This design comes from an exercise in tuning for small area, a short achievable clock period and few clock cycles on the open sky130 flow, not from production work. In this exercise RTL edits were held to simulation tests only and were not proved equivalent to the original.

==> flow/design.v <==
module milestone1 (
	input  logic        CLOCK_50_I,
	input  logic        resetn,
	input  logic        M1_en,
	output logic        M1_end,
	output logic [17:0] SRAM_address,
	input  logic [15:0] SRAM_read_data,
	output logic [15:0] SRAM_write_data,
	output logic        SRAM_we_n
);
localparam logic [17:0] UBASE = 18'd38400;
localparam logic [17:0] VOFS  = 18'd19200;
localparam logic [17:0] RGBBASE = 18'd146944;
logic [4:0]  ph;
logic        run, first, fs, nob;
logic        isel_v, selR, selB, tyh;
logic [6:0]  gcnt;      
logic [15:0] ya;        
logic [17:0] ra;        
logic [7:0] UW [0:5];
logic [7:0] VW [0:5];
logic [7:0] SU, SV, NV;
logic [7:0] YH, YL;         
logic [7:0] PY;             
logic [7:0] PU, PV;         
logic [10:0] PRBa, PRBb, PGa, PGb;    
logic        PRBc, PGc;             
logic [7:0] IP;             
logic [7:0] EB;             
wire [7:0] rh = SRAM_read_data[15:8];
wire [7:0] rl = SRAM_read_data[7:0];
wire clamp  = (gcnt >= 7'd78);
wire last_g = (gcnt == 7'd79);
wire rowend9;    
wire [7:0] t0 = isel_v ? VW[0] : UW[0];
wire [7:0] t1 = isel_v ? VW[1] : UW[1];
wire [7:0] t2 = isel_v ? VW[2] : UW[2];
wire [7:0] t3 = isel_v ? VW[3] : UW[3];
wire [7:0] t4 = isel_v ? VW[4] : UW[4];
wire [7:0] t5 = isel_v ? VW[5] : UW[5];
logic [8:0] S1, S2, S3;
wire [9:0] s1c = {1'b0, t0, 1'b1} + {1'b0, t5, 1'b1};    
wire [9:0] s3c = {1'b0, t2, 1'b1} + {1'b0, t3, 1'b1};    
wire q_1 = S1[5] ^ S1[3] ^ S1[1];
wire q_2 = (S1[5] & S1[3]) | (S1[5] & S1[1]) | (S1[3] & S1[1]);
wire q_3 = S1[6] ^ S1[4] ^ S1[2];
wire q_4 = (S1[6] & S1[4]) | (S1[6] & S1[2]) | (S1[4] & S1[2]);
wire q_5 = S3[1] ^ ~S2[4];
wire q_6 = S3[1] & ~S2[4];
wire q_7 = S1[7] ^ S1[5] ^ S1[3];
wire q_8 = (S1[7] & S1[5]) | (S1[7] & S1[3]) | (S1[5] & S1[3]);
wire q_9 = S3[2] ^ S3[0] ^ ~S2[5];
wire q_10 = (S3[2] & S3[0]) | (S3[2] & ~S2[5]) | (S3[0] & ~S2[5]);
wire q_11 = S2[3] ^ S2[2];
wire q_12 = ~(S2[3] | S2[2]);
wire q_13 = S1[8] ^ S1[6] ^ S1[4];
wire q_14 = (S1[8] & S1[6]) | (S1[8] & S1[4]) | (S1[6] & S1[4]);
wire q_15 = S3[3] ^ S3[1] ^ ~S2[6];
wire q_16 = (S3[3] & S3[1]) | (S3[3] & ~S2[6]) | (S3[1] & ~S2[6]);
wire q_17 = S2[4] ^ S2[3] ^ S3[8];
wire q_18 = (S2[4] & S2[3]) | (S2[4] & S3[8]) | (S2[3] & S3[8]);
wire q_19 = S1[7] ^ S1[5] ^ S3[4];
wire q_20 = (S1[7] & S1[5]) | (S1[7] & S3[4]) | (S1[5] & S3[4]);
wire q_21 = S3[2] ^ ~S2[7] ^ ~S2[5];
wire q_22 = (S3[2] & ~S2[7]) | (S3[2] & ~S2[5]) | (~S2[7] & ~S2[5]);
wire q_23 = ~S2[4] ^ 1'b1;
wire q_24 = ~S2[4] & 1'b1;
wire q_25 = S1[8] ^ S1[6] ^ S3[5];
wire q_26 = (S1[8] & S1[6]) | (S1[8] & S3[5]) | (S1[6] & S3[5]);
wire q_27 = S3[3] ^ ~S2[8] ^ ~S2[6];
wire q_28 = (S3[3] & ~S2[8]) | (S3[3] & ~S2[6]) | (~S2[8] & ~S2[6]);
wire q_29 = ~S2[5] ^ 1'b1;
wire q_30 = ~S2[5] & 1'b1;
wire q_31 = S1[7] ^ S3[6] ^ S3[4];
wire q_32 = (S1[7] & S3[6]) | (S1[7] & S3[4]) | (S3[6] & S3[4]);
wire q_33 = S1[8] ^ S3[7];
wire q_34 = S1[8] & S3[7];
wire q_35 = S1[4] ^ S1[2] ^ S1[0];
wire q_36 = (S1[4] & S1[2]) | (S1[4] & S1[0]) | (S1[2] & S1[0]);
wire q_37 = q_1 ^ S3[0] ^ ~S2[3];
wire q_38 = (q_1 & S3[0]) | (q_1 & ~S2[3]) | (S3[0] & ~S2[3]);
wire q_39 = S2[1] ^ S2[0];
wire q_40 = ~(S2[1] | S2[0]);
wire q_41 = q_3 ^ q_5 ^ q_2;
wire q_42 = (q_3 & q_5) | (q_3 & q_2) | (q_5 & q_2);
wire q_43 = S2[2] ^ S2[1] ^ S3[6];
wire q_44 = (S2[2] & S2[1]) | (S2[2] & S3[6]) | (S2[1] & S3[6]);
wire q_45 = q_7 ^ q_9 ^ q_11;
wire q_46 = (q_7 & q_9) | (q_7 & q_11) | (q_9 & q_11);
wire q_47 = q_4 ^ q_6 ^ ~S3[7];
wire q_48 = (q_4 & q_6) | (q_4 & ~S3[7]) | (q_6 & ~S3[7]);
wire q_49 = q_13 ^ q_15 ^ q_8;
wire q_50 = (q_13 & q_15) | (q_13 & q_8) | (q_15 & q_8);
wire q_51 = q_10 ^ q_12 ^ ~q_17;
wire q_52 = (q_10 & q_12) | (q_10 & ~q_17) | (q_12 & ~q_17);
wire q_53 = q_19 ^ q_21 ^ q_23;
wire q_54 = (q_19 & q_21) | (q_19 & q_23) | (q_21 & q_23);
wire q_55 = q_14 ^ q_16 ^ ~q_18;
wire q_56 = (q_14 & q_16) | (q_14 & ~q_18) | (q_16 & ~q_18);
wire q_57 = q_25 ^ q_27 ^ q_29;
wire q_58 = (q_25 & q_27) | (q_25 & q_29) | (q_27 & q_29);
wire q_59 = q_20 ^ q_22 ^ q_24;
wire q_60 = (q_20 & q_22) | (q_20 & q_24) | (q_22 & q_24);
wire q_61 = q_31 ^ q_26 ^ q_28;
wire q_62 = (q_31 & q_26) | (q_31 & q_28) | (q_26 & q_28);
wire q_63 = q_30 ^ ~S2[7] ^ ~S2[6];
wire q_64 = (q_30 & ~S2[7]) | (q_30 & ~S2[6]) | (~S2[7] & ~S2[6]);
wire q_65 = q_33 ^ S3[5] ^ q_32;
wire q_66 = (q_33 & S3[5]) | (q_33 & q_32) | (S3[5] & q_32);
wire q_67 = ~S2[8] ^ ~S2[7] ^ 1'b1;
wire q_68 = (~S2[8] & ~S2[7]) | (~S2[8] & 1'b1) | (~S2[7] & 1'b1);
wire q_69 = S3[8] ^ S3[6] ^ q_34;
wire q_70 = (S3[8] & S3[6]) | (S3[8] & q_34) | (S3[6] & q_34);
wire q_71 = S1[2] ^ S1[0];
wire q_72 = S1[2] & S1[0];
wire q_73 = S1[3] ^ S1[1] ^ ~S2[1];
wire q_74 = (S1[3] & S1[1]) | (S1[3] & ~S2[1]) | (S1[1] & ~S2[1]);
wire q_75 = q_35 ^ ~S2[2] ^ ~S2[0];
wire q_76 = (q_35 & ~S2[2]) | (q_35 & ~S2[0]) | (~S2[2] & ~S2[0]);
wire q_77 = q_37 ^ q_39 ^ q_36;
wire q_78 = (q_37 & q_39) | (q_37 & q_36) | (q_39 & q_36);
wire q_79 = q_41 ^ q_38 ^ q_40;
wire q_80 = (q_41 & q_38) | (q_41 & q_40) | (q_38 & q_40);
wire q_81 = q_45 ^ q_47 ^ q_42;
wire q_82 = (q_45 & q_47) | (q_45 & q_42) | (q_47 & q_42);
wire q_83 = q_49 ^ q_51 ^ q_46;
wire q_84 = (q_49 & q_51) | (q_49 & q_46) | (q_51 & q_46);
wire q_85 = q_53 ^ q_55 ^ q_50;
wire q_86 = (q_53 & q_55) | (q_53 & q_50) | (q_55 & q_50);
wire q_87 = q_57 ^ q_59 ^ q_54;
wire q_88 = (q_57 & q_59) | (q_57 & q_54) | (q_59 & q_54);
wire q_89 = q_61 ^ q_63 ^ q_58;
wire q_90 = (q_61 & q_63) | (q_61 & q_58) | (q_63 & q_58);
wire q_91 = q_65 ^ q_67 ^ q_62;
wire q_92 = (q_65 & q_67) | (q_65 & q_62) | (q_67 & q_62);
wire q_93 = q_69 ^ q_66 ^ q_68;
wire q_94 = (q_69 & q_66) | (q_69 & q_68) | (q_66 & q_68);
wire q_95 = S1[0] ^ ~S3[0];
wire q_96 = S1[0] & ~S3[0];
wire q_97 = S1[1] ^ ~S3[1];
wire q_98 = S1[1] & ~S3[1];
wire q_99 = q_71 ^ ~S2[0] ^ ~S3[2];
wire q_100 = (q_71 & ~S2[0]) | (q_71 & ~S3[2]) | (~S2[0] & ~S3[2]);
wire q_101 = q_73 ^ q_72 ^ ~S3[3];
wire q_102 = (q_73 & q_72) | (q_73 & ~S3[3]) | (q_72 & ~S3[3]);
wire q_103 = q_75 ^ q_74 ^ ~S3[4];
wire q_104 = (q_75 & q_74) | (q_75 & ~S3[4]) | (q_74 & ~S3[4]);
wire q_105 = q_77 ^ q_76 ^ ~S3[5];
wire q_106 = (q_77 & q_76) | (q_77 & ~S3[5]) | (q_76 & ~S3[5]);
wire q_107 = q_79 ^ q_78 ^ ~q_43;
wire q_108 = (q_79 & q_78) | (q_79 & ~q_43) | (q_78 & ~q_43);
wire q_109 = q_81 ^ q_80 ^ ~q_44;
wire q_110 = (q_81 & q_80) | (q_81 & ~q_44) | (q_80 & ~q_44);
wire q_111 = q_83 ^ q_48 ^ q_82;
wire q_112 = (q_83 & q_48) | (q_83 & q_82) | (q_48 & q_82);
wire q_113 = q_85 ^ q_52 ^ q_84;
wire q_114 = (q_85 & q_52) | (q_85 & q_84) | (q_52 & q_84);
wire q_115 = q_87 ^ q_56 ^ q_86;
wire q_116 = (q_87 & q_56) | (q_87 & q_86) | (q_56 & q_86);
wire q_117 = q_89 ^ q_60 ^ q_88;
wire q_118 = (q_89 & q_60) | (q_89 & q_88) | (q_60 & q_88);
wire q_119 = q_91 ^ q_64 ^ q_90;
wire q_120 = (q_91 & q_64) | (q_91 & q_90) | (q_64 & q_90);
wire q_121 = q_93 ^ q_92 ^ ~S2[8];
wire q_122 = (q_93 & q_92) | (q_93 & ~S2[8]) | (q_92 & ~S2[8]);
wire q_123 = S3[7] ^ q_70 ^ q_94;
wire q_124 = (S3[7] & q_70) | (S3[7] & q_94) | (q_70 & q_94);
wire q_125 = S3[8] ^ 1'b1;
wire q_126 = S3[8] & 1'b1;
wire [15:0] q_a = {q_125, q_123, q_121, q_119, q_117, q_115, q_113, q_111, q_109, q_107, q_105, q_103, q_101, q_99, q_97, q_95};
wire [15:0] q_b = {q_124, q_122, q_120, q_118, q_116, q_114, q_112, q_110, q_108, q_106, q_104, q_102, q_100, q_98, q_96, 1'b1};
wire [15:0] isum = q_a + q_b;
always_ff @(posedge CLOCK_50_I) begin
	S1 <= s1c[9:1];
	S2 <= t1 + t4;
	S3 <= s3c[9:1];
	IP <= isum[15:8];
end
wire [7:0] XR = PV & {8{selR}};              
wire [7:0] XB = PU & {8{selB}};              
wire [7:0] XC = XR | XB;                     
wire rb_1 = XC[7] ^ XC[6];
wire rb_2 = XC[7] & XC[6];
wire rb_3 = PY[2] ^ PY[0];
wire rb_4 = PY[2] & PY[0];
wire rb_5 = PY[3] ^ PY[1] ^ XC[5];
wire rb_6 = (PY[3] & PY[1]) | (PY[3] & XC[5]) | (PY[1] & XC[5]);
wire rb_7 = PY[4] ^ PY[2] ^ PY[0];
wire rb_8 = (PY[4] & PY[2]) | (PY[4] & PY[0]) | (PY[2] & PY[0]);
wire rb_9 = PY[5] ^ PY[3] ^ PY[1];
wire rb_10 = (PY[5] & PY[3]) | (PY[5] & PY[1]) | (PY[3] & PY[1]);
wire rb_11 = PY[6] ^ PY[4] ^ PY[2];
wire rb_12 = (PY[6] & PY[4]) | (PY[6] & PY[2]) | (PY[4] & PY[2]);
wire rb_13 = XR[4] ^ XR[3];
wire rb_14 = XR[4] & XR[3];
wire rb_15 = PY[7] ^ PY[5] ^ PY[3];
wire rb_16 = (PY[7] & PY[5]) | (PY[7] & PY[3]) | (PY[5] & PY[3]);
wire rb_17 = PY[0] ^ XR[5] ^ XR[4];
wire rb_18 = (PY[0] & XR[5]) | (PY[0] & XR[4]) | (XR[5] & XR[4]);
wire rb_19 = XB[6] ^ ~XR[1];
wire rb_20 = XB[6] & ~XR[1];
wire rb_21 = PY[6] ^ PY[4] ^ PY[1];
wire rb_22 = (PY[6] & PY[4]) | (PY[6] & PY[1]) | (PY[4] & PY[1]);
wire rb_23 = XC[0] ^ XR[6] ^ XR[5];
wire rb_24 = (XC[0] & XR[6]) | (XC[0] & XR[5]) | (XR[6] & XR[5]);
wire rb_25 = XB[7] ^ selB ^ ~XR[2];
wire rb_26 = (XB[7] & selB) | (XB[7] & ~XR[2]) | (selB & ~XR[2]);
wire rb_27 = PY[7] ^ PY[5] ^ PY[2];
wire rb_28 = (PY[7] & PY[5]) | (PY[7] & PY[2]) | (PY[5] & PY[2]);
wire rb_29 = XC[1] ^ XR[7] ^ XR[6];
wire rb_30 = (XC[1] & XR[7]) | (XC[1] & XR[6]) | (XR[7] & XR[6]);
wire rb_31 = PY[6] ^ PY[3] ^ XC[2];
wire rb_32 = (PY[6] & PY[3]) | (PY[6] & XC[2]) | (PY[3] & XC[2]);
wire rb_33 = XC[4] ^ XC[3];
wire rb_34 = XC[4] & XC[3];
wire rb_35 = XC[5] ^ XC[4] ^ XC[1];
wire rb_36 = (XC[5] & XC[4]) | (XC[5] & XC[1]) | (XC[4] & XC[1]);
wire rb_37 = XC[6] ^ XC[5] ^ XC[2];
wire rb_38 = (XC[6] & XC[5]) | (XC[6] & XC[2]) | (XC[5] & XC[2]);
wire rb_39 = XB[3] ^ ~PY[4];
wire rb_40 = XB[3] & ~PY[4];
wire rb_41 = rb_1 ^ XC[3] ^ XC[0];
wire rb_42 = (rb_1 & XC[3]) | (rb_1 & XC[0]) | (XC[3] & XC[0]);
wire rb_43 = XB[4] ^ ~PY[5] ^ 1'b1;
wire rb_44 = (XB[4] & ~PY[5]) | (XB[4] & 1'b1) | (~PY[5] & 1'b1);
wire rb_45 = XC[7] ^ XC[4] ^ XC[1];
wire rb_46 = (XC[7] & XC[4]) | (XC[7] & XC[1]) | (XC[4] & XC[1]);
wire rb_47 = XB[5] ^ rb_2 ^ ~PY[6];
wire rb_48 = (XB[5] & rb_2) | (XB[5] & ~PY[6]) | (rb_2 & ~PY[6]);
wire rb_49 = PY[0] ^ XC[5] ^ XC[2];
wire rb_50 = (PY[0] & XC[5]) | (PY[0] & XC[2]) | (XC[5] & XC[2]);
wire rb_51 = XB[6] ^ ~PY[7] ^ 1'b1;
wire rb_52 = (XB[6] & ~PY[7]) | (XB[6] & 1'b1) | (~PY[7] & 1'b1);
wire rb_53 = PY[1] ^ XC[6] ^ XC[3];
wire rb_54 = (PY[1] & XC[6]) | (PY[1] & XC[3]) | (XC[6] & XC[3]);
wire rb_55 = XB[7] ^ XB[0] ^ selB;
wire rb_56 = (XB[7] & XB[0]) | (XB[7] & selB) | (XB[0] & selB);
wire rb_57 = rb_3 ^ XC[7] ^ XC[4];
wire rb_58 = (rb_3 & XC[7]) | (rb_3 & XC[4]) | (XC[7] & XC[4]);
wire rb_59 = XR[0] ^ XB[1] ^ selB;
wire rb_60 = (XR[0] & XB[1]) | (XR[0] & selB) | (XB[1] & selB);
wire rb_61 = rb_5 ^ XR[1] ^ XR[0];
wire rb_62 = (rb_5 & XR[1]) | (rb_5 & XR[0]) | (XR[1] & XR[0]);
wire rb_63 = XB[2] ^ selR ^ rb_4;
wire rb_64 = (XB[2] & selR) | (XB[2] & rb_4) | (selR & rb_4);
wire rb_65 = rb_7 ^ XC[6] ^ XR[2];
wire rb_66 = (rb_7 & XC[6]) | (rb_7 & XR[2]) | (XC[6] & XR[2]);
wire rb_67 = XR[1] ^ XB[3] ^ rb_6;
wire rb_68 = (XR[1] & XB[3]) | (XR[1] & rb_6) | (XB[3] & rb_6);
wire rb_69 = rb_9 ^ XC[7] ^ XR[3];
wire rb_70 = (rb_9 & XC[7]) | (rb_9 & XR[3]) | (XC[7] & XR[3]);
wire rb_71 = XR[2] ^ XB[4] ^ rb_8;
wire rb_72 = (XR[2] & XB[4]) | (XR[2] & rb_8) | (XB[4] & rb_8);
wire rb_73 = rb_11 ^ rb_13 ^ XB[5];
wire rb_74 = (rb_11 & rb_13) | (rb_11 & XB[5]) | (rb_13 & XB[5]);
wire rb_75 = rb_10 ^ ~XR[0] ^ 1'b1;
wire rb_76 = (rb_10 & ~XR[0]) | (rb_10 & 1'b1) | (~XR[0] & 1'b1);
wire rb_77 = rb_15 ^ rb_17 ^ rb_19;
wire rb_78 = (rb_15 & rb_17) | (rb_15 & rb_19) | (rb_17 & rb_19);
wire rb_79 = rb_12 ^ rb_14 ^ 1'b1;
wire rb_80 = (rb_12 & rb_14) | (rb_12 & 1'b1) | (rb_14 & 1'b1);
wire rb_81 = rb_21 ^ rb_23 ^ rb_25;
wire rb_82 = (rb_21 & rb_23) | (rb_21 & rb_25) | (rb_23 & rb_25);
wire rb_83 = rb_16 ^ rb_18 ^ rb_20;
wire rb_84 = (rb_16 & rb_18) | (rb_16 & rb_20) | (rb_18 & rb_20);
wire rb_85 = rb_27 ^ rb_29 ^ rb_22;
wire rb_86 = (rb_27 & rb_29) | (rb_27 & rb_22) | (rb_29 & rb_22);
wire rb_87 = rb_24 ^ rb_26 ^ ~XR[3];
wire rb_88 = (rb_24 & rb_26) | (rb_24 & ~XR[3]) | (rb_26 & ~XR[3]);
wire rb_89 = rb_31 ^ XR[7] ^ selB;
wire rb_90 = (rb_31 & XR[7]) | (rb_31 & selB) | (XR[7] & selB);
wire rb_91 = rb_28 ^ rb_30 ^ ~XR[4];
wire rb_92 = (rb_28 & rb_30) | (rb_28 & ~XR[4]) | (rb_30 & ~XR[4]);
wire rb_93 = PY[7] ^ PY[4] ^ XC[3];
wire rb_94 = (PY[7] & PY[4]) | (PY[7] & XC[3]) | (PY[4] & XC[3]);
wire rb_95 = rb_32 ^ ~XR[5];
wire rb_96 = rb_32 & ~XR[5];
wire rb_97 = PY[5] ^ XC[4] ^ ~XR[6];
wire rb_98 = (PY[5] & XC[4]) | (PY[5] & ~XR[6]) | (XC[4] & ~XR[6]);
wire rb_99 = PY[6] ^ XC[5];
wire rb_100 = PY[6] & XC[5];
wire rb_101 = XC[2] ^ XC[1];
wire rb_102 = XC[2] & XC[1];
wire rb_103 = XC[3] ^ XC[2] ^ XB[0];
wire rb_104 = (XC[3] & XC[2]) | (XC[3] & XB[0]) | (XC[2] & XB[0]);
wire rb_105 = rb_33 ^ XC[0] ^ XB[1];
wire rb_106 = (rb_33 & XC[0]) | (rb_33 & XB[1]) | (XC[0] & XB[1]);
wire rb_107 = rb_35 ^ XB[2] ^ rb_34;
wire rb_108 = (rb_35 & XB[2]) | (rb_35 & rb_34) | (XB[2] & rb_34);
wire rb_109 = rb_37 ^ rb_39 ^ rb_36;
wire rb_110 = (rb_37 & rb_39) | (rb_37 & rb_36) | (rb_39 & rb_36);
wire rb_111 = rb_41 ^ rb_43 ^ rb_38;
wire rb_112 = (rb_41 & rb_43) | (rb_41 & rb_38) | (rb_43 & rb_38);
wire rb_113 = rb_45 ^ rb_47 ^ rb_42;
wire rb_114 = (rb_45 & rb_47) | (rb_45 & rb_42) | (rb_47 & rb_42);
wire rb_115 = rb_49 ^ rb_51 ^ rb_46;
wire rb_116 = (rb_49 & rb_51) | (rb_49 & rb_46) | (rb_51 & rb_46);
wire rb_117 = rb_53 ^ rb_55 ^ rb_50;
wire rb_118 = (rb_53 & rb_55) | (rb_53 & rb_50) | (rb_55 & rb_50);
wire rb_119 = rb_57 ^ rb_59 ^ rb_54;
wire rb_120 = (rb_57 & rb_59) | (rb_57 & rb_54) | (rb_59 & rb_54);
wire rb_121 = rb_61 ^ rb_63 ^ rb_58;
wire rb_122 = (rb_61 & rb_63) | (rb_61 & rb_58) | (rb_63 & rb_58);
wire rb_123 = rb_65 ^ rb_67 ^ rb_62;
wire rb_124 = (rb_65 & rb_67) | (rb_65 & rb_62) | (rb_67 & rb_62);
wire rb_125 = rb_69 ^ rb_71 ^ rb_66;
wire rb_126 = (rb_69 & rb_71) | (rb_69 & rb_66) | (rb_71 & rb_66);
wire rb_127 = rb_73 ^ rb_75 ^ rb_70;
wire rb_128 = (rb_73 & rb_75) | (rb_73 & rb_70) | (rb_75 & rb_70);
wire rb_129 = rb_77 ^ rb_79 ^ rb_74;
wire rb_130 = (rb_77 & rb_79) | (rb_77 & rb_74) | (rb_79 & rb_74);
wire rb_131 = rb_81 ^ rb_83 ^ rb_78;
wire rb_132 = (rb_81 & rb_83) | (rb_81 & rb_78) | (rb_83 & rb_78);
wire rb_133 = rb_85 ^ rb_87 ^ rb_82;
wire rb_134 = (rb_85 & rb_87) | (rb_85 & rb_82) | (rb_87 & rb_82);
wire rb_135 = rb_89 ^ rb_91 ^ rb_86;
wire rb_136 = (rb_89 & rb_91) | (rb_89 & rb_86) | (rb_91 & rb_86);
wire rb_137 = rb_93 ^ rb_95 ^ rb_90;
wire rb_138 = (rb_93 & rb_95) | (rb_93 & rb_90) | (rb_95 & rb_90);
wire rb_139 = rb_97 ^ rb_94 ^ rb_96;
wire rb_140 = (rb_97 & rb_94) | (rb_97 & rb_96) | (rb_94 & rb_96);
wire rb_141 = rb_99 ^ selB ^ rb_98;
wire rb_142 = (rb_99 & selB) | (rb_99 & rb_98) | (selB & rb_98);
wire rb_143 = PY[7] ^ XC[6] ^ selR;
wire rb_144 = (PY[7] & XC[6]) | (PY[7] & selR) | (XC[6] & selR);
wire rb_145 = rb_101 ^ ~PY[0];
wire rb_146 = rb_101 & ~PY[0];
wire rb_147 = rb_103 ^ rb_102 ^ ~PY[1];
wire rb_148 = (rb_103 & rb_102) | (rb_103 & ~PY[1]) | (rb_102 & ~PY[1]);
wire rb_149 = rb_105 ^ rb_104 ^ ~PY[2];
wire rb_150 = (rb_105 & rb_104) | (rb_105 & ~PY[2]) | (rb_104 & ~PY[2]);
wire rb_151 = rb_107 ^ rb_106 ^ ~PY[3];
wire rb_152 = (rb_107 & rb_106) | (rb_107 & ~PY[3]) | (rb_106 & ~PY[3]);
wire rb_153 = rb_109 ^ rb_108 ^ 1'b1;
wire rb_154 = (rb_109 & rb_108) | (rb_109 & 1'b1) | (rb_108 & 1'b1);
wire rb_155 = rb_111 ^ rb_40 ^ rb_110;
wire rb_156 = (rb_111 & rb_40) | (rb_111 & rb_110) | (rb_40 & rb_110);
wire rb_157 = rb_113 ^ rb_44 ^ rb_112;
wire rb_158 = (rb_113 & rb_44) | (rb_113 & rb_112) | (rb_44 & rb_112);
wire rb_159 = rb_115 ^ rb_48 ^ rb_114;
wire rb_160 = (rb_115 & rb_48) | (rb_115 & rb_114) | (rb_48 & rb_114);
wire rb_161 = rb_117 ^ rb_52 ^ rb_116;
wire rb_162 = (rb_117 & rb_52) | (rb_117 & rb_116) | (rb_52 & rb_116);
wire rb_163 = rb_119 ^ rb_56 ^ rb_118;
wire rb_164 = (rb_119 & rb_56) | (rb_119 & rb_118) | (rb_56 & rb_118);
wire rb_165 = rb_121 ^ rb_60 ^ rb_120;
wire rb_166 = (rb_121 & rb_60) | (rb_121 & rb_120) | (rb_60 & rb_120);
wire rb_167 = rb_123 ^ rb_64 ^ rb_122;
wire rb_168 = (rb_123 & rb_64) | (rb_123 & rb_122) | (rb_64 & rb_122);
wire rb_169 = rb_125 ^ rb_68 ^ rb_124;
wire rb_170 = (rb_125 & rb_68) | (rb_125 & rb_124) | (rb_68 & rb_124);
wire rb_171 = rb_127 ^ rb_72 ^ rb_126;
wire rb_172 = (rb_127 & rb_72) | (rb_127 & rb_126) | (rb_72 & rb_126);
wire rb_173 = rb_129 ^ rb_76 ^ rb_128;
wire rb_174 = (rb_129 & rb_76) | (rb_129 & rb_128) | (rb_76 & rb_128);
wire rb_175 = rb_131 ^ rb_80 ^ rb_130;
wire rb_176 = (rb_131 & rb_80) | (rb_131 & rb_130) | (rb_80 & rb_130);
wire rb_177 = rb_133 ^ rb_84 ^ rb_132;
wire rb_178 = (rb_133 & rb_84) | (rb_133 & rb_132) | (rb_84 & rb_132);
wire rb_179 = rb_135 ^ rb_88 ^ rb_134;
wire rb_180 = (rb_135 & rb_88) | (rb_135 & rb_134) | (rb_88 & rb_134);
wire rb_181 = rb_137 ^ rb_92 ^ rb_136;
wire rb_182 = (rb_137 & rb_92) | (rb_137 & rb_136) | (rb_92 & rb_136);
wire rb_183 = rb_139 ^ rb_138 ^ 1'b1;
wire rb_184 = (rb_139 & rb_138) | (rb_139 & 1'b1) | (rb_138 & 1'b1);
wire rb_185 = rb_141 ^ rb_140 ^ ~XR[7];
wire rb_186 = (rb_141 & rb_140) | (rb_141 & ~XR[7]) | (rb_140 & ~XR[7]);
wire rb_187 = rb_143 ^ rb_100 ^ rb_142;
wire rb_188 = (rb_143 & rb_100) | (rb_143 & rb_142) | (rb_100 & rb_142);
wire rb_189 = XC[7] ^ rb_144;
wire rb_190 = XC[7] & rb_144;
wire [26:0] rb_a = {1'b1, 1'b1, rb_189, rb_187, rb_185, rb_183, rb_181, rb_179, rb_177, rb_175, rb_173, rb_171, rb_169, rb_167, rb_165, rb_163, rb_161, rb_159, rb_157, rb_155, rb_153, rb_151, rb_149, rb_147, rb_145, XC[1], XC[0]};
wire [26:0] rb_b = {1'b0, rb_190, rb_188, rb_186, rb_184, rb_182, rb_180, rb_178, rb_176, rb_174, rb_172, rb_170, rb_168, rb_166, rb_164, rb_162, rb_160, rb_158, rb_156, rb_154, rb_152, rb_150, rb_148, rb_146, 1'b1, XC[0], 1'b0};
wire [16:0] rb_lo = {1'b0, rb_a[15:0]} + {1'b0, rb_b[15:0]};
wire g_1 = PY[7] ^ PY[5];
wire g_2 = PY[7] & PY[5];
wire g_3 = PY[6] ^ PY[4];
wire g_4 = PY[6] & PY[4];
wire g_5 = PY[7] ^ PY[5];
wire g_6 = PY[7] & PY[5];
wire g_7 = PY[5] ^ PY[3] ^ PY[1];
wire g_8 = (PY[5] & PY[3]) | (PY[5] & PY[1]) | (PY[3] & PY[1]);
wire g_9 = PY[6] ^ PY[4] ^ PY[2];
wire g_10 = (PY[6] & PY[4]) | (PY[6] & PY[2]) | (PY[4] & PY[2]);
wire g_11 = PU[2] ^ PV[1] ^ ~PU[5];
wire g_12 = (PU[2] & PV[1]) | (PU[2] & ~PU[5]) | (PV[1] & ~PU[5]);
wire g_13 = g_1 ^ PY[3] ^ PY[0];
wire g_14 = (g_1 & PY[3]) | (g_1 & PY[0]) | (PY[3] & PY[0]);
wire g_15 = PU[3] ^ PV[2] ^ ~PU[6];
wire g_16 = (PU[3] & PV[2]) | (PU[3] & ~PU[6]) | (PV[2] & ~PU[6]);
wire g_17 = PU[1] ^ PV[4];
wire g_18 = ~(PU[1] | PV[4]);
wire g_19 = g_3 ^ PY[1] ^ PU[4];
wire g_20 = (g_3 & PY[1]) | (g_3 & PU[4]) | (PY[1] & PU[4]);
wire g_21 = PV[3] ^ g_2 ^ ~PU[7];
wire g_22 = (PV[3] & g_2) | (PV[3] & ~PU[7]) | (g_2 & ~PU[7]);
wire g_23 = PU[2] ^ PV[5] ^ PV[1];
wire g_24 = (PU[2] & PV[5]) | (PU[2] & PV[1]) | (PV[5] & PV[1]);
wire g_25 = g_5 ^ PY[2] ^ PU[5];
wire g_26 = (g_5 & PY[2]) | (g_5 & PU[5]) | (PY[2] & PU[5]);
wire g_27 = PV[4] ^ g_4 ^ ~PU[3];
wire g_28 = (PV[4] & g_4) | (PV[4] & ~PU[3]) | (g_4 & ~PU[3]);
wire g_29 = ~PV[6] ^ ~PV[2] ^ 1'b1;
wire g_30 = (~PV[6] & ~PV[2]) | (~PV[6] & 1'b1) | (~PV[2] & 1'b1);
wire g_31 = PY[6] ^ PY[3] ^ PU[6];
wire g_32 = (PY[6] & PY[3]) | (PY[6] & PU[6]) | (PY[3] & PU[6]);
wire g_33 = PV[5] ^ g_6 ^ ~PU[4];
wire g_34 = (PV[5] & g_6) | (PV[5] & ~PU[4]) | (g_6 & ~PU[4]);
wire g_35 = PV[7] ^ PV[3];
wire g_36 = ~(PV[7] | PV[3]);
wire g_37 = PY[7] ^ PY[4] ^ PU[7];
wire g_38 = (PY[7] & PY[4]) | (PY[7] & PU[7]) | (PY[4] & PU[7]);
wire g_39 = PV[6] ^ ~PU[5] ^ ~PV[4];
wire g_40 = (PV[6] & ~PU[5]) | (PV[6] & ~PV[4]) | (~PU[5] & ~PV[4]);
wire g_41 = PY[5] ^ PV[7];
wire g_42 = PY[5] & PV[7];
wire g_43 = PU[2] ^ ~PY[3];
wire g_44 = PU[2] & ~PY[3];
wire g_45 = PU[3] ^ ~PY[4] ^ ~PU[1];
wire g_46 = (PU[3] & ~PY[4]) | (PU[3] & ~PU[1]) | (~PY[4] & ~PU[1]);
wire g_47 = PU[4] ^ ~PY[5] ^ ~PU[2];
wire g_48 = (PU[4] & ~PY[5]) | (PU[4] & ~PU[2]) | (~PY[5] & ~PU[2]);
wire g_49 = PU[5] ^ ~PY[6];
wire g_50 = PU[5] & ~PY[6];
wire g_51 = PY[0] ^ PU[6] ^ ~PY[7];
wire g_52 = (PY[0] & PU[6]) | (PY[0] & ~PY[7]) | (PU[6] & ~PY[7]);
wire g_53 = PY[1] ^ PU[7] ^ ~PU[5];
wire g_54 = (PY[1] & PU[7]) | (PY[1] & ~PU[5]) | (PU[7] & ~PU[5]);
wire g_55 = PU[0] ^ PV[5];
wire g_56 = ~(PU[0] | PV[5]);
wire g_57 = PY[2] ^ PY[0] ^ ~PU[6];
wire g_58 = (PY[2] & PY[0]) | (PY[2] & ~PU[6]) | (PY[0] & ~PU[6]);
wire g_59 = ~PU[1] ^ ~PV[6] ^ 1'b1;
wire g_60 = (~PU[1] & ~PV[6]) | (~PU[1] & 1'b1) | (~PV[6] & 1'b1);
wire g_61 = PY[3] ^ PY[1] ^ ~PU[7];
wire g_62 = (PY[3] & PY[1]) | (PY[3] & ~PU[7]) | (PY[1] & ~PU[7]);
wire g_63 = PU[2] ^ PV[7] ^ PV[0];
wire g_64 = (PU[2] & PV[7]) | (PU[2] & PV[0]) | (PV[7] & PV[0]);
wire g_65 = PY[4] ^ PY[2] ^ PY[0];
wire g_66 = (PY[4] & PY[2]) | (PY[4] & PY[0]) | (PY[2] & PY[0]);
wire g_67 = PU[0] ^ ~PU[3] ^ ~PV[1];
wire g_68 = (PU[0] & ~PU[3]) | (PU[0] & ~PV[1]) | (~PU[3] & ~PV[1]);
wire g_69 = g_7 ^ PU[1] ^ PV[0];
wire g_70 = (g_7 & PU[1]) | (g_7 & PV[0]) | (PU[1] & PV[0]);
wire g_71 = ~PU[4] ^ ~PV[2] ^ 1'b1;
wire g_72 = (~PU[4] & ~PV[2]) | (~PU[4] & 1'b1) | (~PV[2] & 1'b1);
wire g_73 = g_9 ^ g_11 ^ g_8;
wire g_74 = (g_9 & g_11) | (g_9 & g_8) | (g_11 & g_8);
wire g_75 = ~PU[0] ^ ~PV[3] ^ 1'b1;
wire g_76 = (~PU[0] & ~PV[3]) | (~PU[0] & 1'b1) | (~PV[3] & 1'b1);
wire g_77 = g_13 ^ g_15 ^ g_17;
wire g_78 = (g_13 & g_15) | (g_13 & g_17) | (g_15 & g_17);
wire g_79 = g_10 ^ g_12 ^ ~PV[0];
wire g_80 = (g_10 & g_12) | (g_10 & ~PV[0]) | (g_12 & ~PV[0]);
wire g_81 = g_19 ^ g_21 ^ g_14;
wire g_82 = (g_19 & g_21) | (g_19 & g_14) | (g_21 & g_14);
wire g_83 = g_16 ^ g_18 ^ ~g_23;
wire g_84 = (g_16 & g_18) | (g_16 & ~g_23) | (g_18 & ~g_23);
wire g_85 = g_25 ^ g_27 ^ g_29;
wire g_86 = (g_25 & g_27) | (g_25 & g_29) | (g_27 & g_29);
wire g_87 = g_20 ^ g_22 ^ ~g_24;
wire g_88 = (g_20 & g_22) | (g_20 & ~g_24) | (g_22 & ~g_24);
wire g_89 = g_31 ^ g_33 ^ g_35;
wire g_90 = (g_31 & g_33) | (g_31 & g_35) | (g_33 & g_35);
wire g_91 = g_26 ^ g_28 ^ g_30;
wire g_92 = (g_26 & g_28) | (g_26 & g_30) | (g_28 & g_30);
wire g_93 = g_37 ^ g_39 ^ g_32;
wire g_94 = (g_37 & g_39) | (g_37 & g_32) | (g_39 & g_32);
wire g_95 = g_34 ^ g_36 ^ 1'b1;
wire g_96 = (g_34 & g_36) | (g_34 & 1'b1) | (g_36 & 1'b1);
wire g_97 = g_41 ^ g_38 ^ g_40;
wire g_98 = (g_41 & g_38) | (g_41 & g_40) | (g_38 & g_40);
wire g_99 = ~PU[6] ^ ~PV[5] ^ 1'b1;
wire g_100 = (~PU[6] & ~PV[5]) | (~PU[6] & 1'b1) | (~PV[5] & 1'b1);
wire g_101 = PY[6] ^ g_42 ^ ~PU[7];
wire g_102 = (PY[6] & g_42) | (PY[6] & ~PU[7]) | (g_42 & ~PU[7]);
wire g_103 = ~PV[6] ^ 1'b1;
wire g_104 = ~PV[6] & 1'b1;
wire g_105 = PY[7] ^ ~PV[7];
wire g_106 = PY[7] & ~PV[7];
wire g_107 = g_43 ^ ~PU[0];
wire g_108 = g_43 & ~PU[0];
wire g_109 = g_45 ^ g_44 ^ ~PV[6];
wire g_110 = (g_45 & g_44) | (g_45 & ~PV[6]) | (g_44 & ~PV[6]);
wire g_111 = g_47 ^ g_46 ^ ~PV[7];
wire g_112 = (g_47 & g_46) | (g_47 & ~PV[7]) | (g_46 & ~PV[7]);
wire g_113 = g_49 ^ g_48 ^ ~PU[3];
wire g_114 = (g_49 & g_48) | (g_49 & ~PU[3]) | (g_48 & ~PU[3]);
wire g_115 = g_51 ^ g_50 ^ ~PU[4];
wire g_116 = (g_51 & g_50) | (g_51 & ~PU[4]) | (g_50 & ~PU[4]);
wire g_117 = g_53 ^ g_55 ^ g_52;
wire g_118 = (g_53 & g_55) | (g_53 & g_52) | (g_55 & g_52);
wire g_119 = g_57 ^ g_59 ^ g_54;
wire g_120 = (g_57 & g_59) | (g_57 & g_54) | (g_59 & g_54);
wire g_121 = g_61 ^ g_58 ^ g_60;
wire g_122 = (g_61 & g_58) | (g_61 & g_60) | (g_58 & g_60);
wire g_123 = g_65 ^ g_67 ^ g_62;
wire g_124 = (g_65 & g_67) | (g_65 & g_62) | (g_67 & g_62);
wire g_125 = g_69 ^ g_71 ^ g_66;
wire g_126 = (g_69 & g_71) | (g_69 & g_66) | (g_71 & g_66);
wire g_127 = g_73 ^ g_75 ^ g_70;
wire g_128 = (g_73 & g_75) | (g_73 & g_70) | (g_75 & g_70);
wire g_129 = g_77 ^ g_79 ^ g_74;
wire g_130 = (g_77 & g_79) | (g_77 & g_74) | (g_79 & g_74);
wire g_131 = g_81 ^ g_83 ^ g_78;
wire g_132 = (g_81 & g_83) | (g_81 & g_78) | (g_83 & g_78);
wire g_133 = g_85 ^ g_87 ^ g_82;
wire g_134 = (g_85 & g_87) | (g_85 & g_82) | (g_87 & g_82);
wire g_135 = g_89 ^ g_91 ^ g_86;
wire g_136 = (g_89 & g_91) | (g_89 & g_86) | (g_91 & g_86);
wire g_137 = g_93 ^ g_95 ^ g_90;
wire g_138 = (g_93 & g_95) | (g_93 & g_90) | (g_95 & g_90);
wire g_139 = g_97 ^ g_99 ^ g_94;
wire g_140 = (g_97 & g_99) | (g_97 & g_94) | (g_99 & g_94);
wire g_141 = g_101 ^ g_103 ^ g_98;
wire g_142 = (g_101 & g_103) | (g_101 & g_98) | (g_103 & g_98);
wire g_143 = g_105 ^ g_102 ^ g_104;
wire g_144 = (g_105 & g_102) | (g_105 & g_104) | (g_102 & g_104);
wire g_145 = PY[0] ^ PV[2];
wire g_146 = ~(PY[0] | PV[2]);
wire g_147 = PU[0] ^ ~PY[1] ^ ~PV[3];
wire g_148 = (PU[0] & ~PY[1]) | (PU[0] & ~PV[3]) | (~PY[1] & ~PV[3]);
wire g_149 = PU[1] ^ ~PY[2] ^ ~PV[4];
wire g_150 = (PU[1] & ~PY[2]) | (PU[1] & ~PV[4]) | (~PY[2] & ~PV[4]);
wire g_151 = g_107 ^ ~PV[5] ^ ~PV[0];
wire g_152 = (g_107 & ~PV[5]) | (g_107 & ~PV[0]) | (~PV[5] & ~PV[0]);
wire g_153 = g_109 ^ g_108 ^ ~PV[1];
wire g_154 = (g_109 & g_108) | (g_109 & ~PV[1]) | (g_108 & ~PV[1]);
wire g_155 = g_111 ^ g_110 ^ ~PV[2];
wire g_156 = (g_111 & g_110) | (g_111 & ~PV[2]) | (g_110 & ~PV[2]);
wire g_157 = g_113 ^ g_112 ^ ~PV[3];
wire g_158 = (g_113 & g_112) | (g_113 & ~PV[3]) | (g_112 & ~PV[3]);
wire g_159 = g_115 ^ g_114 ^ ~PV[4];
wire g_160 = (g_115 & g_114) | (g_115 & ~PV[4]) | (g_114 & ~PV[4]);
wire g_161 = g_117 ^ g_116 ^ 1'b1;
wire g_162 = (g_117 & g_116) | (g_117 & 1'b1) | (g_116 & 1'b1);
wire g_163 = g_119 ^ g_56 ^ g_118;
wire g_164 = (g_119 & g_56) | (g_119 & g_118) | (g_56 & g_118);
wire g_165 = g_121 ^ g_120 ^ ~g_63;
wire g_166 = (g_121 & g_120) | (g_121 & ~g_63) | (g_120 & ~g_63);
wire g_167 = g_123 ^ g_122 ^ ~g_64;
wire g_168 = (g_123 & g_122) | (g_123 & ~g_64) | (g_122 & ~g_64);
wire g_169 = g_125 ^ g_68 ^ g_124;
wire g_170 = (g_125 & g_68) | (g_125 & g_124) | (g_68 & g_124);
wire g_171 = g_127 ^ g_72 ^ g_126;
wire g_172 = (g_127 & g_72) | (g_127 & g_126) | (g_72 & g_126);
wire g_173 = g_129 ^ g_76 ^ g_128;
wire g_174 = (g_129 & g_76) | (g_129 & g_128) | (g_76 & g_128);
wire g_175 = g_131 ^ g_80 ^ g_130;
wire g_176 = (g_131 & g_80) | (g_131 & g_130) | (g_80 & g_130);
wire g_177 = g_133 ^ g_84 ^ g_132;
wire g_178 = (g_133 & g_84) | (g_133 & g_132) | (g_84 & g_132);
wire g_179 = g_135 ^ g_88 ^ g_134;
wire g_180 = (g_135 & g_88) | (g_135 & g_134) | (g_88 & g_134);
wire g_181 = g_137 ^ g_92 ^ g_136;
wire g_182 = (g_137 & g_92) | (g_137 & g_136) | (g_92 & g_136);
wire g_183 = g_139 ^ g_96 ^ g_138;
wire g_184 = (g_139 & g_96) | (g_139 & g_138) | (g_96 & g_138);
wire g_185 = g_141 ^ g_100 ^ g_140;
wire g_186 = (g_141 & g_100) | (g_141 & g_140) | (g_100 & g_140);
wire g_187 = g_143 ^ g_142 ^ 1'b1;
wire g_188 = (g_143 & g_142) | (g_143 & 1'b1) | (g_142 & 1'b1);
wire g_189 = g_106 ^ g_144;
wire g_190 = g_106 & g_144;
wire [26:0] g_a = {1'b1, 1'b1, g_189, g_187, g_185, g_183, g_181, g_179, g_177, g_175, g_173, g_171, g_169, g_167, g_165, g_163, g_161, g_159, g_157, g_155, g_153, g_151, g_149, g_147, g_145, ~PV[1], ~PV[0]};
wire [26:0] g_b = {1'b0, g_190, g_188, g_186, g_184, g_182, g_180, g_178, g_176, g_174, g_172, g_170, g_168, g_166, g_164, g_162, g_160, g_158, g_156, g_154, g_152, g_150, g_148, g_146, 1'b1, 1'b0, 1'b1};
wire [16:0] g_lo = {1'b0, g_a[15:0]} + {1'b0, g_b[15:0]};
always_ff @(posedge CLOCK_50_I) begin
	PRBa <= rb_a[26:16]; PRBb <= rb_b[26:16]; PRBc <= rb_lo[16];
	PGa  <= g_a[26:16];  PGb  <= g_b[26:16];  PGc  <= g_lo[16];
end
function automatic [7:0] clip(input logic [10:0] x);
	clip = x[10] ? 8'd0 : (|x[9:8]) ? 8'd255 : x[7:0];
endfunction
wire [10:0] PRB = PRBa + PRBb + {10'd0, PRBc};
wire [10:0] PG  = PGa + PGb + {10'd0, PGc};
wire [7:0] cRB = clip(PRB);
wire [7:0] cG  = clip(PG);
logic [4:0] nph;
always_comb begin
	case (ph)
		5'd9:  nph = ((last_g && !nob) || fs) ? 5'd10 : 5'd0;
		5'd15: nph = 5'd7;
		default: nph = ph + 5'd1;
	endcase
end
assign rowend9 = (ph == 5'd9) && (nph == 5'd10);
wire wr_ph = (nph == 5'd3) || (nph == 5'd4) || (nph == 5'd5) ||
             (!nob && ((nph == 5'd9) || (nph == 5'd0) || (nph == 5'd1) || (nph == 5'd10) || (nph == 5'd11)));
logic [1:0] cinc;
wire frame_done = (ph == 5'd11) && !nob && (&SRAM_address);
always_ff @(posedge CLOCK_50_I or negedge resetn) begin
	if (!resetn) begin
		ph <= 5'd7;
		run <= 1'b0;
		first <= 1'b1;
		fs <= 1'b1;
		nob <= 1'b1;
		isel_v <= 1'b0;
		selR <= 1'b0;
		selB <= 1'b0;
		tyh <= 1'b0;
		cinc <= 2'd0;
		M1_end <= 1'b0;
		gcnt <= 7'd0;
		ya <= 16'd0;
		ra <= RGBBASE;
		SRAM_address <= UBASE + VOFS;
		SRAM_we_n <= 1'b1;
	end else begin
		if (M1_en) run <= 1'b1;
		if (run && !M1_end) begin
		isel_v <= (nph == 5'd9) || (nph == 5'd5);
		tyh <= (nph == 5'd9) || (nph == 5'd5);
		cinc <= (nph == 5'd11 || nph == 5'd12) ? 2'd1 : (last_g || fs) ? 2'd0 : 2'd2;
		selR <= (nph == 5'd1) || (nph == 5'd2) || (nph == 5'd7) || (nph == 5'd8);
		selB <= !((nph == 5'd1) || (nph == 5'd2) || (nph == 5'd7) || (nph == 5'd8));
		if (ph == 5'd9) fs <= 1'b0;
		if (ph == 5'd7 && !fs) first <= 1'b0;
		if (ph == 5'd12) nob <= 1'b1;
		else if (ph == 5'd1) nob <= 1'b0;
		if (frame_done) begin
			M1_end <= 1'b1;
			SRAM_we_n <= 1'b1;
		end else begin
			ph <= nph;
			if (ph == 5'd9 && !nob) gcnt <= last_g ? 7'd0 : gcnt + 7'd1;
			SRAM_we_n <= !wr_ph;
			if (wr_ph) begin
				SRAM_address <= ra;
				ra <= ra + 18'd1;
			end else begin
				case (nph)
					5'd2, 5'd6, 5'd14: begin
						SRAM_address <= {2'b0, ya};
						if (nph != 5'd14 || first) ya <= ya + 16'd1;
					end
					5'd7, 5'd12: SRAM_address <= UBASE + VOFS + {3'd0, ya[15:1]} + {16'd0, cinc};
					5'd8, 5'd13: SRAM_address <= UBASE + {3'd0, ya[15:1]} + {16'd0, cinc};
					default: ;
				endcase
			end
		end
		end
	end
end
wire u_sh  = (ph == 5'd0) || (ph == 5'd7) || (ph == 5'd10) || (ph == 5'd11) || (ph == 5'd12) ||
             (ph == 5'd13) || (ph == 5'd15);
wire u_rh  = ((ph == 5'd0) && !clamp) || (ph == 5'd10) || (ph == 5'd15);
wire u_su  = ((ph == 5'd7) && !clamp) || (ph == 5'd13);
wire v_sh  = (ph == 5'd1) || ((ph == 5'd7) && !nob) || rowend9 || (ph == 5'd10) ||
             (ph == 5'd11) || (ph == 5'd12) || (ph == 5'd14) || (ph == 5'd15);
wire v_rh  = rowend9 || (ph == 5'd14);
wire v_nv  = (ph == 5'd1) && !clamp;
wire v_sv  = ((ph == 5'd7) && !clamp) || (ph == 5'd12) || (ph == 5'd15);
always_ff @(posedge CLOCK_50_I) begin
	if (((ph == 5'd4 || ph == 5'd8) && !nob) || (ph == 5'd7 && first)) begin
		YH <= rh; YL <= rl;
	end
	case (ph)
		5'd2, 5'd8: SRAM_write_data <= {cRB, cG};
		5'd3, 5'd9: SRAM_write_data <= {EB, cRB};
		default:    SRAM_write_data <= {cG, cRB};
	endcase
	if (ph == 5'd1 || ph == 5'd7) EB <= cRB;
	case (ph)
		5'd9, 5'd5: begin PY <= YH; PU <= UW[2]; end
		5'd0, 5'd6: PV <= VW[2];
		5'd1, 5'd7: begin PY <= YL; PV <= IP; end
		5'd2, 5'd8: PU <= IP;
		default: ;
	endcase
	if (u_sh) begin
		UW[0] <= UW[1]; UW[1] <= UW[2]; UW[2] <= UW[3]; UW[3] <= UW[4]; UW[4] <= UW[5];
		if (u_rh) UW[5] <= rh;
		else if (u_su) UW[5] <= SU;
	end
	if (u_rh) SU <= rl;
	if (v_sh) begin
		VW[0] <= VW[1]; VW[1] <= VW[2]; VW[2] <= VW[3]; VW[3] <= VW[4]; VW[4] <= VW[5];
		if (v_rh) VW[5] <= rh;
		else if (v_nv) VW[5] <= NV;
		else if (v_sv) VW[5] <= SV;
	end
	if (ph == 5'd9 || ph == 5'd14) SV <= rl;
	if (ph == 5'd9) NV <= rh;
end
endmodule
==> flow/run.sh <==
#!/bin/bash
# synth_recipe.tcl (not shown) runs the flow's synth.tcl, then flattens the netlist and writes it again
# the make line also repeats each setting of config.mk as NAME=value (left out here)
make -C /OpenROAD-flow-scripts/flow DESIGN_CONFIG=/design/flow/config.mk WORK_HOME=/design/flow/orfs CLKGATE_MAP_FILE= SYNTH_SCRIPT=/design/flow/synth_recipe.tcl finish
==> flow/config.mk <==
export PLATFORM = sky130hd
export DESIGN_NAME = milestone1
export DESIGN_NICKNAME = milestone1
export VERILOG_FILES = /design/flow/design.v
export SDC_FILE = /design/flow/constraint.sdc
export NUM_CORES = 4
export LEC_CHECK = 0
export CAP_MARGIN = 20
export CORE_MARGIN = 2
export CORE_UTILIZATION = 40
export CTS_CLUSTER_DIAMETER = 100
export CTS_CLUSTER_SIZE = 25
export SLEW_MARGIN = 20
==> flow/constraint.sdc <==
create_clock -name core_clock -period 13.0 [get_ports {CLOCK_50_I}]
set_input_delay 2.6000 -clock core_clock [delete_from_list [all_inputs] [get_ports {CLOCK_50_I}]]
set_output_delay 2.6000 -clock core_clock [all_outputs]
set_load 0.01 [all_outputs]
==> metrics.md <==
| Metric | Value |
|---|---|
| Max Buffers Root-to-Sink | 3 |
| TritonCTS buffer count | 17 |
| Commonest non-fill, non-tap cell in the layout | inv_1 |
| Worst R2R Path Depth | 15 |
| Skew final | 0.0380 ns |
| Placer congestion estimate | 0.885 |
| Fin cells | 2596 |
| DR WL/cell | 18.1 um |
| EDFF count, synth | 168 |
| Nets | 2259 |
| Clock Latency Late Sink | 0.55 ns |
| Die area | 0.0553 mm2 |
| Final setup violation count | 0 |
| Vias in the first global route | 13653 |
| Total GRT Usage | 0.172 |
| Largest net degree at the start of global routing | 76 |
| WHS Path Cells | 0 |
| # H-tree levels | 1 |
| Most frequent cells in the layout | inv_1 (333), fa_1 (205), edfxtp_1 (168) |
| Post-CTS sizing | 0 |
| # Post-CTS Setup Buffers | 0 |
| Die height | 235 um |
| DP Wirelength | 36600 um |
| CP max stage cell | o41ai_1 |
| Final period utilization | 0.367 |
| Antenna Violating Nets Remaining | 0 |
| CP Cell Sequence | fa_1, inv_1, fa_1, inv_1, fa_1, fa_1, ha_1, a2111oi_0, o21ai_0, o211ai_1, a21oi_1, o41ai_1, o2111ai_1, a21oi_1, xnor2_1 |
| Inst Count DP | 2566 |
| GRT overflow | 0 |
| WL met1 | 22600 um |
| HP Class | reg -> reg |
| Crit path largest cell delay | 0.61 ns |
| Hold-fix buffers, CTS | 0 |
| Initial Utilization | 0.405 |
| Max cap viols | 0 |
| Kind of critical path | reg -> reg |
| Synth area leaders | edfxtp_1 (24%), fa_1 (19%), dfxtp_1 (8.5%) |
| RSZ-0062 raised after global routing | no |
| I/O Pins | 55 |
| Dominant cell type by area after synthesis | edfxtp_1 |
| CTS tree | done |
| Slew HR | 0.327 |
| Max-slew violations | 0 |
| Clock transition at path regs | 0.10 ns |
| Syn nets | 2228 |
| Routed vias | 13185 |
| Port Buffers | 54 |
| Hold_ws | 0.430 ns |
| Slew of the pin with the lowest slew margin | 1.00 ns |
| Synthesized area per cell | 11.5 um2 |
| First-pass GRT wire length | 76400 um |
| Initial antenna violation count | 0 |
| Synthesized instance count | 1866 |
| Crit path max fanout | 4 |
| Metal3 WL | 2130 um |
| Post-synth ARST share | 0.225 |
| Final Instance Area | 0.0232 mm2 |
| Synth unique cells | 84 |
| Top cell type's share of synthesized area | 0.236 |
| CTS Root Cell | clkbuf_16 |
| Synthesis-stage register bit count | 334 |
| Met2 wire len | 21500 um |
| First-pass DRT Iterations | 7 |
| Cell Area, Placed | 0.0226 mm2 |
| Register area share after synthesis | 0.410 |
| CP required | 13.47 ns |
| Clock tree sinks | 334 |
| N_diodes | 0 |
| Post-Route WL | 47000 um |
| Area of the mapped netlist | 0.0214 mm2 |
| F_max | 210 MHz |
| Most frequent CP cell | fa_1 |
| Final setup TNS | 0 ns |
| Fill cells | 4913 |
| Run status | no timing/DRC/antenna violations |
| Die width | 235 um |
| Row count | 84 |
| CP arrival | 5.24 ns |
| Vias/cell | 5.08 |
| P&R area growth vs syn | 8.24% |
| Final Critical Period | 4.77 ns |
| Startpoint class of the critical path | flip-flop |
| Drc violations | 0 |
| Most common flop cell mapped by yosys | edfxtp_1 |
| Core area | 0.0528 mm2 |
| Number of synthesis warnings | 3 |
| Worst Setup End Kind | flip-flop |
| Fin. Hold Viols | 0 |
| Highest metal used | met4 |
| Initial DRC count | 1166 |
| Share of cells above drive strength 1 | 0.0708 |
-- cells by family after synthesis --
group	count (synthesis)	share of synthesized area
muxes	87	0.0446
adders and majority gates	343	0.273
DFF	334	0.410
and+or+nand+nor	362	0.0817
buffers and inverters	385	0.0690
xor gates and xnor gates	80	0.0328
AOI/OAI and AO/OA	275	0.0896
-- sequential cells by signal (all words and copies together) (netlist names), 9 cells and up --
signal           count
ya                  16
SRAM_address        18
PGa                  9
PRBb                10
ra                  18
UW                  48
PGb                 10
S3                   9
S1                   9
S2                   9
PRBa                 9
VW                  48
SRAM_write_data     16
-- final cells by class --
type	instances	area, um2	area share
Timing Repair Buffer	62	598	0.0258
Multi-Input combinational cell	1147	11200	0.483
Clock buffer	26	459	0.0198
Inverter	335	1260	0.0543
Clock inverter	4	31.3	0.00135
Sequential cell	334	8770	0.379
Tap cell	688	861	0.0372
-- final timing paths --
path | start | slack, ns | endpoint
setup / recovery | S1[1]$_DFF_P_ | 8.23 | IP[7]$_DFF_P_
hold / removal | UW[3][2]$_DFFE_PP_ | 0.43 | UW[2][2]$_DFFE_PP_
setup reg to reg | S1[1]$_DFF_P_ | 8.23 | IP[7]$_DFF_P_
hold reg to reg | UW[3][2]$_DFFE_PP_ | 0.43 | UW[2][2]$_DFFE_PP_
max in group asynchronous | resetn | 10.12 | isel_v$_DFFE_PN0P_
min in group asynchronous | resetn | 2.18 | gcnt[1]$_DFFE_PN0P_
-- layer usage --
| metal | vias up | GRT usage |
|---|---|---|
| met5 | - | 0 |
| met4 | 0 | 0.0293 |
| met3 | 41 | 0.0189 |
| met2 | 294 | 0.273 |
| met1 | 6528 | 0.258 |
| li1 | 6322 | - |
-- stage by stage --
| stage | setup slack, ns | util |
|---|---|---|
| floorplan | 8.39 | - |
| global placement | 8.37 | 0.429 |
| detailed placement | 8.18 | 0.429 |
| CTS | 8.18 | 0.439 |
| global route | 7.92 | 0.439 |
| finish | 8.23 | 0.439 |
-- worst max-delay path, delay by kind of cell, from the launching register on --
family          cells  cell delay, ns
fa+ha+maj           5            2.21
xor+xnor            1            0.13
flops               1            0.35
compound gates      7            1.91
buf+inv             2            0.10
-- synthesized netlist by cell type (26+ instances only) --
library cell,n
nor2_1,75
xor2_1,26
clkbuf_1,28
mux2_2,67
a21oi_1,61
edfxtp_1,168
ha_1,138
nand2_1,129
o21ai_0,56
xnor2_1,54
fa_1,205
inv_1,333
dfxtp_1,91
dfrtp_1,58
nand3_1,34
Testbench counts, summed over its fixed seeds: cycles 1,164,996.

-- port drivers added, routing unchanged --
The flow's constraints put no driver on any port. The routed layout listed below was extracted and timed again, unchanged, in two steps.
Step 1, drivers: a clkbuf_16 drives CLOCK_50_I and a buf_2 each remaining input, both assumed.
Step 2, shift: input delay + t, output delay - t, t = (earliest + latest rising clock arrival at the registers) / 2. This alone moves slack from input paths to output paths.
Three values: ideal, step 1, step 2; two values: the first two.
t, ns: 0.591
setup WS [ns]: 8.229 / 8.229 / 8.229
clock arrival spread, ns: 0.039 / 0.039
After both steps setup and hold are still met in this run. The setup slack of this run moves by 0.000 ns with the drivers and by 0.000 ns with both steps.
